Source: an optimization exercise on an open RTL-to-GDS flow (aim: small area). Production flows keep margins and buffers that such runs may drop.
Function not checked in this run: the RTL went through the layout flow alone.
Power figures rest on the tool's default switching activity, not on a simulated workload.

## run.sh

```bash
#!/bin/bash
# synth_recipe.tcl (not shown) runs the flow's synth.tcl, then flattens the netlist and writes it again
# the make line also repeats each setting of config.mk as NAME=value (left out here)
make -C /OpenROAD-flow-scripts/flow DESIGN_CONFIG=/design/flow/config.mk WORK_HOME=/design/flow/orfs CLKGATE_MAP_FILE= SYNTH_SCRIPT=/design/flow/synth_recipe.tcl finish
```

## config.mk

```make
export PLATFORM = sky130hd
export DESIGN_NAME = KamppherGuard
export DESIGN_NICKNAME = KamppherGuard
export VERILOG_FILES = /design/flow/design.v
export SDC_FILE = /design/flow/constraint.sdc
export NUM_CORES = 4
export LEC_CHECK = 0
export CAP_MARGIN = 20
export CORE_MARGIN = 2
export CORE_UTILIZATION = 40
export SLEW_MARGIN = 20
```

## constraint.sdc

```tcl
create_clock -name core_clock -period 10.0 [get_ports {clock}]
set_input_delay 2.0000 -clock core_clock [delete_from_list [all_inputs] [get_ports {clock}]]
set_output_delay 2.0000 -clock core_clock [all_outputs]
set_load 0.01 [all_outputs]
```

## design.v

```verilog
module KamppherGuard(
  input         clock,
  input         reset,
  input  [7:0]  io_MOSIBuffer,
  input  [7:0]  io_MISOBuffer,
  input         io_BufferChanged,
  input  [4:0]  io_PartitionWriteEnables,
  output        io_IsOk,
  output [4:0]  io_WriteRegion,
  output [5:0]  io_Command,
  output        io_CommandReadFinished,
  output        io_ArgumentReadFinished,
  output        io_ReadSuccess,
  output        io_WaitingWriteToken,
  output        io_IsDataReading,
  output        io_IsBusy,
  output [31:0] io_DataBlockSize,
  output [31:0] io_Partition1Start,
  output [31:0] io_Partition2Start,
  output [31:0] io_Partition3Start,
  output [31:0] io_Partition4Start
);
  reg bc1, bc2;
  wire stb = io_BufferChanged & bc1 & ~bc2;
  always @(posedge clock) begin
    bc1 <= io_BufferChanged;
    bc2 <= bc1;
  end
  wire [7:0] mo = io_MOSIBuffer;
  wire [7:0] mi = io_MISOBuffer;
  reg  [1:0]  sstate;
  reg  [1:0]  wstate;
  reg         isMultiple;
  reg         readSuccess;
  reg  [5:0]  command;
  reg  [31:0] argument;
  reg  [31:0] writingAddress;
  reg  [31:0] scnt;
  reg  [31:0] dataBlockSize;
  wire s0 = sstate == 2'd0;
  wire s1 = sstate == 2'd1;
  wire s2 = sstate == 2'd2;
  wire s3 = sstate == 2'd3;
  wire w0 = wstate == 2'd0;
  wire w1 = wstate == 2'd1;
  wire w2 = wstate == 2'd2;
  wire cmdStart = ~mo[7] & mo[6];
  wire isCmd24 = command == 6'd24;
  wire isCmd25 = command == 6'd25;
  wire isWrite = isCmd24 | isCmd25;
  wire [31:0] scntInc = scnt + 32'd1;
  wire scntEqBs = scnt == dataBlockSize;
  wire argLast = scnt[1:0] == 2'd3;
  wire crcLast = scnt == 32'd2;
  wire tokenOk = isMultiple ? (mo == 8'hfc) : (mo == 8'hfe);
  always @(posedge clock) begin
    if (reset) begin
      sstate <= 2'd0;
    end else if (stb) begin
      case (sstate)
        2'd0: if (cmdStart) sstate <= 2'd1;
        2'd1: if (argLast) sstate <= 2'd2;
        2'd2: sstate <= (mo[0] & isWrite) ? 2'd3 : 2'd0;
        2'd3: begin
          if (w0) begin
            if (mo == 8'hfd) sstate <= 2'd0;
          end else if (w2 & crcLast) begin
            sstate <= isMultiple ? 2'd3 : 2'd0;
          end
        end
      endcase
    end
    if (reset) begin
      wstate <= 2'd0;
    end else if (stb) begin
      if (s2) begin
        if (mo[0]) wstate <= 2'd0;
      end else if (s3) begin
        if (w0) begin
          if (mo != 8'hfd && tokenOk) wstate <= 2'd1;
        end else if (w1) begin
          if (scntEqBs) wstate <= 2'd2;
        end else if (w2) begin
          if (crcLast) wstate <= 2'd0;
        end
      end
    end
    if (reset) begin
      readSuccess <= 1'b0;
    end else if (stb) begin
      if (s0) readSuccess <= 1'b0;
      else if (s2) readSuccess <= mo[0];
    end
    if (stb & s2 & mo[0]) isMultiple <= ~isCmd24 & isCmd25;
    if (stb & s0 & cmdStart) command <= mo[5:0];
    if (stb & s1) begin
      case (scnt[1:0])
        2'd0: argument[31:24] <= mo;
        2'd1: argument[23:16] <= mo;
        2'd2: argument[15:8] <= mo;
        2'd3: argument[7:0] <= mo;
      endcase
    end
    if (stb) begin
      if (s2) begin
        if (mo[0] & isWrite) writingAddress <= argument;
      end else if (s3 & w2 & crcLast) begin
        writingAddress <= writingAddress + dataBlockSize;
      end
    end
    if (stb) begin
      if (s0) begin
        if (cmdStart) scnt <= 32'd0;
      end else if (s1) begin
        scnt <= scntInc;
      end else if (s3) begin
        if (w0) scnt <= 32'd1;
        else if (w1) scnt <= scntEqBs ? 32'd1 : scntInc;
        else if (w2) scnt <= crcLast ? 32'd0 : scntInc;
      end
    end
  end
  wire argRead = sstate[1];
  reg arf1, arf2;
  always @(posedge clock) begin
    arf1 <= argRead;
    arf2 <= arf1;
    if (reset) dataBlockSize <= 32'h200;
    else if (argRead & arf1 & ~arf2 & (command == 6'd16)) dataBlockSize <= argument;
  end
  reg  [2:0]  mstate;
  reg  [31:0] mcnt;
  reg         initialized;
  reg         dataReading;
  reg         mcntChanged;
  wire m0 = mstate == 3'd0;
  wire m1 = mstate == 3'd1;
  wire m2 = mstate == 3'd2;
  wire m3 = mstate == 3'd3;
  wire m4 = mstate == 3'd4;
  wire m5 = mstate == 3'd5;
  wire m6 = mstate == 3'd6;
  wire isCsd = (command == 6'd9) | (command == 6'd10);
  wire [31:0] mcntInc = mcnt + 32'd1;
  wire packetEnd = mcntInc == (isCsd ? 32'd16 : dataBlockSize);
  wire mcntZero = mcnt == 32'd0;
  always @(posedge clock) begin
    if (reset) begin
      mstate <= 3'd1;
      mcnt <= 32'd0;
      initialized <= 1'b0;
      dataReading <= 1'b0;
    end else if (stb) begin
      initialized <= initialized | ~s0;
      case (mstate)
        3'd0: if (mi == 8'hff) mstate <= 3'd1;
        3'd1: begin
          mcnt <= 32'd0;
          if (initialized & ~mi[7]) begin
            if (command == 6'd12) mstate <= 3'd0;
            else if (command == 6'd8 || command == 6'd58) mstate <= 3'd2;
            else if (command == 6'd17 || command == 6'd18 || isCsd) mstate <= 3'd3;
            else mstate <= 3'd1;
          end
        end
        3'd2: begin
          if (mcnt == 32'd3) mstate <= 3'd1;
          else mcnt <= mcntInc;
        end
        3'd3: begin
          if (mi == 8'hfe) mstate <= 3'd4;
          else if (mi[7:5] == 3'd0) mstate <= 3'd1;
        end
        3'd4: begin
          dataReading <= 1'b1;
          mstate <= packetEnd ? 3'd6 : 3'd5;
        end
        3'd5: begin
          if (packetEnd) begin
            mstate <= 3'd6;
            mcnt <= 32'd0;
          end else begin
            mcnt <= mcntInc;
          end
        end
        3'd6: begin
          dataReading <= 1'b0;
          if (mcntZero) mcnt <= 32'd1;
          else mstate <= 3'd1;
        end
        default: ;
      endcase
    end
    if (reset) mcntChanged <= ~mcntZero;
    else if (stb) begin
      case (mstate)
        3'd1: mcntChanged <= ~mcntZero;
        3'd2: mcntChanged <= mcnt != 32'd3;
        3'd5: mcntChanged <= packetEnd ? ~mcntZero : 1'b1;
        3'd6: mcntChanged <= mcntZero;
        default: mcntChanged <= 1'b0;
      endcase
    end else mcntChanged <= 1'b0;
  end
  reg        rd1, rd2;
  reg  [1:0] late;
  reg  [7:0] capBuf;
  reg  [3:0] capSel;
  reg  [7:0] pstart [0:15];
  wire [31:0] byteAddr = argument + mcnt;
  wire addrHit = (byteAddr[31:6] == 26'h7) &
                 ((byteAddr[3:0] == 4'd6) | (byteAddr[3:0] == 4'd7) |
                  (byteAddr[3:0] == 4'd8) | (byteAddr[3:0] == 4'd9));
  wire [1:0] addrByte = byteAddr[3:0] - 4'd6;
  wire trig = (dataReading & rd1 & ~rd2) | mcntChanged;
  wire capture = dataReading & ~trig & (late == 2'd1);
  always @(posedge clock) begin
    rd1 <= dataReading;
    rd2 <= rd1;
    if (reset) begin
      late <= 2'd0;
    end else if (dataReading) begin
      if (trig) late <= addrHit ? 2'd3 : 2'd0;
      else if (late != 2'd0) late <= late - 2'd1;
    end
    if (dataReading & trig) begin
      capBuf <= mi;
      capSel <= {byteAddr[5:4], addrByte};
    end
  end
  genvar gi;
  generate
    for (gi = 0; gi < 16; gi = gi + 1) begin : g_pstart
      always @(posedge clock) begin
        if (reset) pstart[gi] <= 8'h00;
        else if (capture & (capSel == gi)) pstart[gi] <= capBuf;
      end
    end
  endgenerate
  wire [31:0] p1 = {pstart[3], pstart[2], pstart[1], pstart[0]};
  wire [31:0] p2 = {pstart[7], pstart[6], pstart[5], pstart[4]};
  wire [31:0] p3 = {pstart[11], pstart[10], pstart[9], pstart[8]};
  wire [31:0] p4 = {pstart[15], pstart[14], pstart[13], pstart[12]};
  wire addrMax = &writingAddress;
  wire [22:0] waHi = writingAddress[31:9];
  wire lt1 = (p1[22:0] == 23'd0) ? ~addrMax : (waHi < p1[22:0]);
  wire lt2 = (p2[22:0] == 23'd0) ? ~addrMax : (waHi < p2[22:0]);
  wire lt3 = (p3[22:0] == 23'd0) ? ~addrMax : (waHi < p3[22:0]);
  wire lt4 = (p4[22:0] == 23'd0) ? ~addrMax : (waHi < p4[22:0]);
  wire inMBR = lt1;
  wire inP1 = ~lt1 & lt2;
  wire inP2 = ~lt2 & lt3;
  wire inP3 = ~lt3 & lt4;
  wire inP4 = ~lt4;
  wire [4:0] pwe = io_PartitionWriteEnables;
  wire writeCmd = isWrite & readSuccess;
  assign io_IsOk = (~inMBR | pwe[0]) & (~inP1 | pwe[1]) & (~inP2 | pwe[2]) &
                   (~inP3 | pwe[3]) & (~inP4 | pwe[4]);
  assign io_WriteRegion = {5{writeCmd}} & {inP4, inP3, inP2, inP1, inMBR};
  assign io_Command              = command;
  assign io_CommandReadFinished  = ~s0;
  assign io_ArgumentReadFinished = argRead;
  assign io_ReadSuccess          = readSuccess;
  assign io_WaitingWriteToken    = w0;
  assign io_IsDataReading        = dataReading;
  assign io_IsBusy               = m0;
  assign io_DataBlockSize        = dataBlockSize;
  assign io_Partition1Start      = p1;
  assign io_Partition2Start      = p2;
  assign io_Partition3Start      = p3;
  assign io_Partition4Start      = p4;
endmodule
```

==> impl_results.rst <==
.. list-table::
   :header-rows: 1

   * - Metric
     - Value
   * - Status
     - complete, no violations
   * - Number of sinks on the clock net
     - around 330
   * - # Post-CTS Setup Buffers
     - 0
   * - Count of pins over their slew limit
     - 0
   * - Clock power share
     - approximately half
   * - Reg-to-reg startpoint
     - mcnt[1]
   * - Max cap viols
     - 0
   * - Final number of setup-violating endpoints
     - 0
   * - Count of port buffers added during placement
     - 201
   * - Final clock skew
     - between 0.02 and 0.03 ns
   * - Async SR Flop Fraction
     - 0%
   * - Net switching power of the design
     - between 0.0006 and 0.0007 W
   * - Number of enable flip-flop cells after synthesis
     - 115
   * - Setup_tns
     - 0 ns
   * - Fin nets
     - ~2700
   * - Die Outline Area
     - 53000 um^2
   * - H-tree lvl count
     - 2
   * - Gr usage total
     - 27.8%
   * - Average footprint of a synthesized cell
     - between 8 and 9 um^2
   * - Total congestion overflow
     - 0
   * - Minimum clock period after layout
     - a little over 6 ns
   * - Net switching fraction of the power
     - 23.0%
   * - Register clock-pin slew on the reported worst setup and hold paths
     - roughly 0.060 ns
   * - Cell Rows
     - between 80 and 90
   * - Final setup slack of the worst path
     - around 3.8 ns
   * - Setup Crit Path Kind
     - register to output pin
   * - Critical path data arrival time
     - between 4 and 5 ns
   * - Combinational share of power
     - about 2.1%
   * - Detailed Place HPWL
     - between 50000 and 60000 um
   * - Sequential cell area fraction in the yosys report
     - between 30% and 40%
   * - Average via count per standard cell
     - just under 6
   * - Cell count after synthesis
     - 2344
   * - Commonest cells in the netlist
     - 268 x nor2_1, 216 x nand2_1, 211 x dfxtp_1
   * - Die boundary width
     - around 230 um
   * - Start point of the critical path
     - writingAddress[17]
   * - Post-detailed-route count of antenna-violating nets
     - 0
   * - Number of diodes
     - 0
   * - Fraction of synthesized cell area taken by the top area cell type
     - between 20% and 30%
   * - Setup repair after global routing missed its margin
     - no
   * - Drt drc
     - 0
   * - Filler Cells Inserted
     - roughly 4800
   * - Post-Syn Nets
     - approximately 2500
   * - Die Y-Extent
     - 230 um
   * - Post-synth design cell area
     - 20500 um^2
   * - Fmax
     - ~0.16 GHz
   * - Critical Path Source Type
     - register
   * - Global-route wire length before repair
     - 113000 um
   * - Post-placement worst setup slack
     - approximately 4 ns
   * - Flop and latch count out of synthesis
     - between 300 and 400
   * - Number of antenna violations at the first check in global routing
     - 0
   * - Clock root buffer
     - clkbuf_16
   * - Iter 0 DRT Violations
     - ~1800
   * - Layout cells sized above 1
     - 4.23%
   * - Post-synthesis cell type with the largest combined area
     - dfxtp_1
   * - Terminus of the critical flop-to-flop path
     - mcnt[6]
   * - Worst EP required
     - roughly 8.0 ns
   * - Dominant synthesized flop cell
     - dfxtp_1
   * - Dominant cell by count in the synthesized netlist
     - nor2_1
   * - Worst Hold Class
     - register to register
   * - Routed length per placed instance
     - around 23 um
   * - Worst r2r path cells
     - 12
   * - Number of distinct library cells after synthesis
     - 83
   * - Hold path startpoint
     - bc1
   * - Number of optimization iterations in the first detailed-route pass
     - 5
   * - Largest cells by area after synthesis
     - dfxtp_1 21%, edfxtp_1 17%, ha_1 9.8%
   * - Total of cells resized after clock tree synthesis
     - 0
   * - Clock tree from TritonCTS
     - done
   * - I/O pin cnt
     - between 200 and 250
   * - Depth of the worst hold-timing path
     - 0
   * - CP max FO
     - 6
   * - Routability congestion estimate
     - roughly 0.96
   * - Final number of hold-violating endpoints
     - 0
   * - Area of the core
     - between 50000 and 60000 um^2
   * - Worst slew pin tran
     - ~1 ns
   * - Aggregate routed wire length
     - between 70000 and 80000 um
   * - Rel. slew slack
     - roughly a third
   * - Number of buffers added by the clock tree synthesis step
     - 40
   * - CP endpoint kind
     - output pin
   * - Tcrit/Tclk final
     - about 62%
   * - Cell-internal power
     - 0.00222 W
   * - Total via count in the routed design
     - ~19000
   * - Leakage power total
     - between 9 and 10 nW
   * - Proportion of power drawn by flip-flops and latches
     - a little under half
   * - Post-route cell area
     - about 24000 um^2
   * - Initial Utilization
     - 40.7%
   * - Source-to-sink clock delay at the later pin of the worst-skew pair
     - between 0.5 and 0.6 ns
   * - Total of hold buffers inserted after clock tree synthesis
     - 0
   * - Placement Cell Area
     - around 23000 um^2
   * - Register-to-register setup slack
     - about 5.0 ns
   * - Power density over the cells
     - roughly 120 nW/um^2
   * - Pin count of the biggest net entering global routing
     - 88
   * - Layout area overhead
     - 19.0%
   * - Via count of the first global-routing pass
     - approximately 18000
   * - Maximum resistive drop on vdd
     - approximately 0.095 mV
   * - Final core utilization
     - between 40% and 50%
   * - Clock Tree Buf Depth
     - 3
   * - Worst setup path endpoint
     - io_IsOk
   * - Yosys synthesis warning count
     - 2
[power groups by stage]
stage | combinational (W) | clock [W] | sequential (W)
finish | 0.0000593 | 0.00145 | 0.00138
detailed placement | 0.0000587 | 0 | 0.00140
global placement | 0.0000582 | 0 | 0.00140
global route | 0.0000637 | 0.00153 | 0.00138
floorplan | 0.0000298 | 0 | 0.00140
CTS | 0.0000590 | 0.00148 | 0.00138
[layer usage]
layer,vias to the layer above,global-route usage (%),routed length (um)
met3,148,4.75,5270
met5,-,0,0
li1,8780,-,-
met4,0,10.4,2810
met1,9096,36.9,32700
met2,760,45.2,34300
[metrics by stage]
step	std cells	power (W)	hold slack, ns
4_1_cts	3202	0.00291	0.355
6_report	3203	0.00289	0.352
2_1_floorplan	2344	0.00143	0.331
5_1_grt	3203	0.00297	0.360
3_5_place_dp	3131	0.00146	0.336
3_3_place_gp	3131	0.00146	0.336
[worst min path at each step]
stage          endpoint  slack, ns
2_1_floorplan       bc2       0.33
3_3_place_gp        bc2       0.34
3_5_place_dp        bc2       0.34
4_1_cts             bc2       0.35
5_1_grt             rd2       0.36
6_report            bc2       0.35
[logic make-up (layout without fill, tap and decap cells)]
kind of cell	after synthesis	in the layout	share of synthesized area, %
multiplexers	129	129	6.32
flip-flops	326	326	37.5
adder cells (fa/ha/maj)	163	163	10.0
XOR/XNOR	158	158	6.90
buffers and inverters	239	426	4.56
AND/OR/NAND/NOR	831	831	19.4
AO/OA/AOI/OAI	498	498	15.3
[sequential cells by signal, indices dropped and copies added (netlist names), 6 cells and up]
name / cells
pstart: 128
mcnt: 32
dataBlockSize: 32
writingAddress: 32
command: 6
argument: 32
capBuf: 8
scnt: 32
[layout make-up]
type	count	area, um^2	area share [%]
Clock buffer	46	1040	4.28
Clock inverter	25	240	0.986
Inverter	137	514	2.11
Multi-Input combinational cell	1779	11900	48.9
Sequential cell	326	7680	31.5
Tap cell	672	841	3.45
Timing Repair Buffer	218	2140	8.77
[critical path: stages, from the launching register on]
cell and delay, ns:
edfxtp_1 0.54, ha_1 0.37, a21oi_1 0.16, nor2b_1 0.07
o21ai_0 0.21, nand2b_1 0.08, a21oi_1 0.15, nor2b_1 0.06
o211ai_1 0.16, a211oi_1 0.11, o41ai_2 0.68, mux2i_1 0.16
nor3_1 0.28, clkdlybuf4s50_1 0.58
[cells in the final DEF, fill, tap and decap left out, drive strengths merged, types with 5 or more instances in the layout]
cell / Yosys / layout
nor2: 268 / 268
nand2: 217 / 217
dfxtp: 211 / 211
clkdlybuf4s50: 0 / 200
ha: 161 / 161
a21oi: 141 / 141
inv: 136 / 141
o21ai: 132 / 132
mux2i: 127 / 127
edfxtp: 115 / 115
xnor2: 94 / 94
nand3: 68 / 68
nand4: 64 / 64
xor2: 62 / 62
a21o: 54 / 54
nor4: 50 / 50
clkbuf: 85 / 46
nor3: 42 / 42
o31ai: 25 / 25
a211oi: 23 / 23
and3: 22 / 22
nor2b: 22 / 22
a31oi: 20 / 20
nand2b: 18 / 18
buf: 17 / 18
clkinv: 1 / 16
o21a: 12 / 12
and2: 12 / 12
and4: 10 / 10
o211ai: 9 / 9
o41ai: 9 / 9
o21bai: 6 / 6
nor3b: 6 / 6
a2111oi: 6 / 6
a311oi: 6 / 6
o2111ai: 5 / 5
a211o: 5 / 5
nor4b: 5 / 5

## afterwards: timing with drivers on the ports
The flow's constraints put no driver on any port. The routed layout listed below was extracted and timed again, unchanged, in two steps. Step 1: set_driving_cell puts a clkbuf_16 on clock and a buf_2 on each other input, an assumption about the parent block. Step 2, shift: input delay + t, output delay - t, t = (earliest + latest rising clock arrival at the registers) / 2. This alone moves slack from input paths to output paths. Slacks: no drivers / after step 1 / after step 2; pairs: no drivers / after step 1.
shift t [ns]: 0.617
setup WS [ns]: 3.827 / 3.770 / 4.387
worst slew at a driven data input, ns: 0.04
After both steps this run still meets setup and hold. The setup slack of this run moves by -0.057 ns with the drivers and by +0.560 ns with both steps.
